This design comes from an exercise in tuning for small area on the open sky130 flow, not from production work. The RTL was checked by simulation tests, not by an equivalence proof against the original design. Power figures rest on the tool's default switching activity, not on a simulated workload.

v32:
## snake_game
module snake_game(clk,
						rst,
						btn_right,
						btn_left,
						btn_up,
						btn_down,
						h_sync,
						v_sync,
						vgaRed,
						vgaGreen,
						vgaBlue);
	input 		 clk,
					 rst,
					 btn_right,
					 btn_left,
					 btn_up,
					 btn_down;
	output 		 h_sync,
					 v_sync;
	output [2:0] vgaRed,
					 vgaGreen;
	output [1:0] vgaBlue;
	wire 		  	 btn_right_db,
					 btn_left_db,
					 btn_up_db,
					 btn_down_db,
					 prnt,
					 video_on,
					 game_over,
					 gen_food,
					 food_prnt,
					 bound_prnt;
	wire 	 [9:0] r_pixel,c_pixel,r_next;
	wire 	 [7:0] food_X,
					 food_Y;
	 vga	 SV( .clk(clk),
				  .rst(rst),
				  .h_sync(h_sync),
				  .v_sync(v_sync),
				  .r_pixel(r_pixel),
				  .c_pixel(c_pixel),
				  .r_next(r_next),
				  .video_on(video_on));
	 print_snake PS(.clk(clk),
						 .rst(rst),
						 .btn_right(btn_right_db),
						 .btn_left(btn_left_db),
						 .btn_up(btn_up_db),
						 .btn_down(btn_down_db),
						 .r_pixel(r_pixel),
						 .r_next(r_next),
						 .c_pixel(c_pixel),
						 .food_X(food_X),
						 .food_Y(food_Y),
						 .prnt(prnt),
						 .make_food(gen_food),
						 .game_over(game_over));
	 food_gen FG(.clk(clk),
					 .rst(rst),
					 .c_pixel(c_pixel[9:2]),
					 .r_pixel(r_pixel[9:2]),
					 .gen_food(gen_food),
					 .game_over(game_over),
					 .food_X(food_X),
					 .food_Y(food_Y),
					 .food_prnt(food_prnt),
					 .bound_prnt(bound_prnt) );
	 set_color SC(.clk(clk),
					  .rst(rst),
					  .video_on(video_on),
					  .food_prnt(food_prnt),
					  .bound_prnt(bound_prnt),
					  .prnt(prnt),
					  .game_over(game_over),
					  .vgaRed(vgaRed),
					  .vgaGreen(vgaGreen),
					  .vgaBlue(vgaBlue));
	 LevelDebounce BTN_Right(.clk(clk),
									 .rst(rst),
									 .button(btn_right),
									 .debounce(btn_right_db));
	 LevelDebounce BTN_Left( .clk(clk),
									 .rst(rst),
									 .button(btn_left),
									 .debounce(btn_left_db));
	 LevelDebounce BTN_Up(	 .clk(clk),
									 .rst(rst),
									 .button(btn_up),
  ...
For scale: roughly 1800 cells after synthesis, ~450 flip-flops, about 16 I/O pins, ~0.018 mm2 of cells after synthesis.
export LEC_CHECK = 0
export CAP_MARGIN = 20
export CORE_MARGIN = 2
export CORE_UTILIZATION = 60
export CTS_BUF_LIST = sky130_fd_sc_hd__clkbuf_8
export CTS_CLUSTER_DIAMETER = 60
export CTS_CLUSTER_SIZE = 15
export SLEW_MARGIN = 20
export SYNTH_HIERARCHICAL = 1
export SYNTH_MINIMUM_KEEP_SIZE = 0
create_clock -name core_clock -period 8.0 [get_ports {clk}]
run.sh (not shown) runs the stock make flow with config.mk's settings and CLKGATE_MAP_FILE= SYNTH_SCRIPT=/design/flow/synth_recipe.tcl, a recipe that flattens the netlist after the stock synthesis.
## Diff of input files: v36 against v32
- swapping 60 for 100 in CTS_CLUSTER_DIAMETER
- swapping 60 for 72 in CORE_UTILIZATION
- swapping 15 for 25 in CTS_CLUSTER_SIZE
- clearing CTS_BUF_LIST, which used to be sky130_fd_sc_hd__clkbuf_8
==> notes.md <==
The largest stage delay on the critical path in v36 sits 0.44 ns above the value recorded for v32. Changes observed in v36 relative to v32: cell area saw a decrease; horizontal die dimension lower; met1 global-route usage rose by 6.6 points. Diff v32 -> v36 | die area | down by more than 10%. Between v32 and v36, the difference in worst clock skew is negligible. The via count of the first global-routing pass in v36 was higher than what v32 gave. Minimum setup slack among reg-to-reg paths: v32 and v36 compared, higher one is v32. Max slack of the critical path across v32 and v36: v32. Cmp v32 and v36 / total power / lower: v36.
Modified inputs, v58 compared to v36
- CORE_UTILIZATION: 72 -> 60
- PLACE_DENSITY: unset -> 0.75
## What came out
v58 does better than v36 on overall via count from detail_route. v58 reports a higher largest net degree at the start of global routing than v36 does. Clock buffer count from CTS essentially unchanged between v58 and v36. Power per unit of standard cell area down 2.7 mW/mm2 in v58 wrt v36. For the setup slack, v58 came in 0.16 ns higher than v36 did. Compared with v36, in v58 combinational power decreased about 2%; final cycle utilization of the critical path decreased 2.1 points. The lower share of cell area taken by flip-flops and latches came out of v58. v58 reports a higher area of the die than v36 does.
Setup changes, v58 to v22
- a deleted PLACE_DENSITY that had been 0.75
- Clock distribution area overhead in the final layout essentially unchanged between v58 and v22.
- Going from v58 to v22, worst setup slack after layout shows an increase of 0.31 ns; first-iteration DRC count shows an increase of 17.
- Compared with v58, top achievable clock speed in v22 increased by a little under 10%.
- In v22 the non-clock buffer count turned out 2.9% higher than in v58.
- Of v58 and v22, the higher signal arrival time at the worst endpoint belongs to v58.
- [compare] base=v58 new=v22: synthesis-to-finish area growth saw little to no change, part of the total power dissipated in the clock network saw little to no change, clock net sink count saw little to no change.
--- input diff v22..v30 ---
- CTS_CLUSTER_SIZE: 25 -> 30
Findings:
- v30 -> v22: area after synthesis delta 0, exact match
- For the shortest period the worst path allows, v30 came in 0.010 ns lower than v22 did.
- v22 has higher clock-buffer cell count than v30.
- When v30 is measured against v22, its fraction of power consumed by sequential logic turns out 1.0 points higher.
- In v30, the power spent charging and discharging nets came out about 1.6% below the value in v22.
- [compare] base=v22 new=v30: routed wire length roughly the same; final period utilization roughly the same; worst endpoint data arrival time did not really move.
- Compared with v22, v30 shows a lower core utilization.

[static timing again, ports no longer ideal]
In the flow no input, the clock included, has a driving cell. The finished layouts below were timed again as built, in two steps.
Step 1 (the two cells are an assumption about what drives the block):
set clk [get_ports {clk}]
set_driving_cell -lib_cell sky130_fd_sc_hd__clkbuf_16 $clk
set_driving_cell -lib_cell sky130_fd_sc_hd__buf_2 [delete_from_list [all_inputs] $clk]
Step 2 also shifts input and output timing later by t, the mid clock arrival at the registers, as if the neighbouring blocks saw the same clock.
a / b / c = ideal ports / drivers / drivers and shift; a / b = the first two.
run	t, ns	slack for setup (ns)	clock arrival spread, ns	worst register clock-pin slew, ns	cell pins on the clock port's net
v32	0.637	3.615 / 3.565 / 3.856	0.022 / 0.021	0.10 / 0.10	1
v36	0.595	3.166 / 3.166 / 3.166	0.035 / 0.034	0.11 / 0.11	1
v58	0.599	3.331 / 3.331 / 3.331	0.037 / 0.036	0.11 / 0.11	1
v22	0.605	3.639 / 3.589 / 3.858	0.029 / 0.029	0.11 / 0.11	1
v30	0.591	3.649 / 3.598 / 3.862	0.031 / 0.031	0.12 / 0.12	1
After both steps every run listed still meets setup and hold.
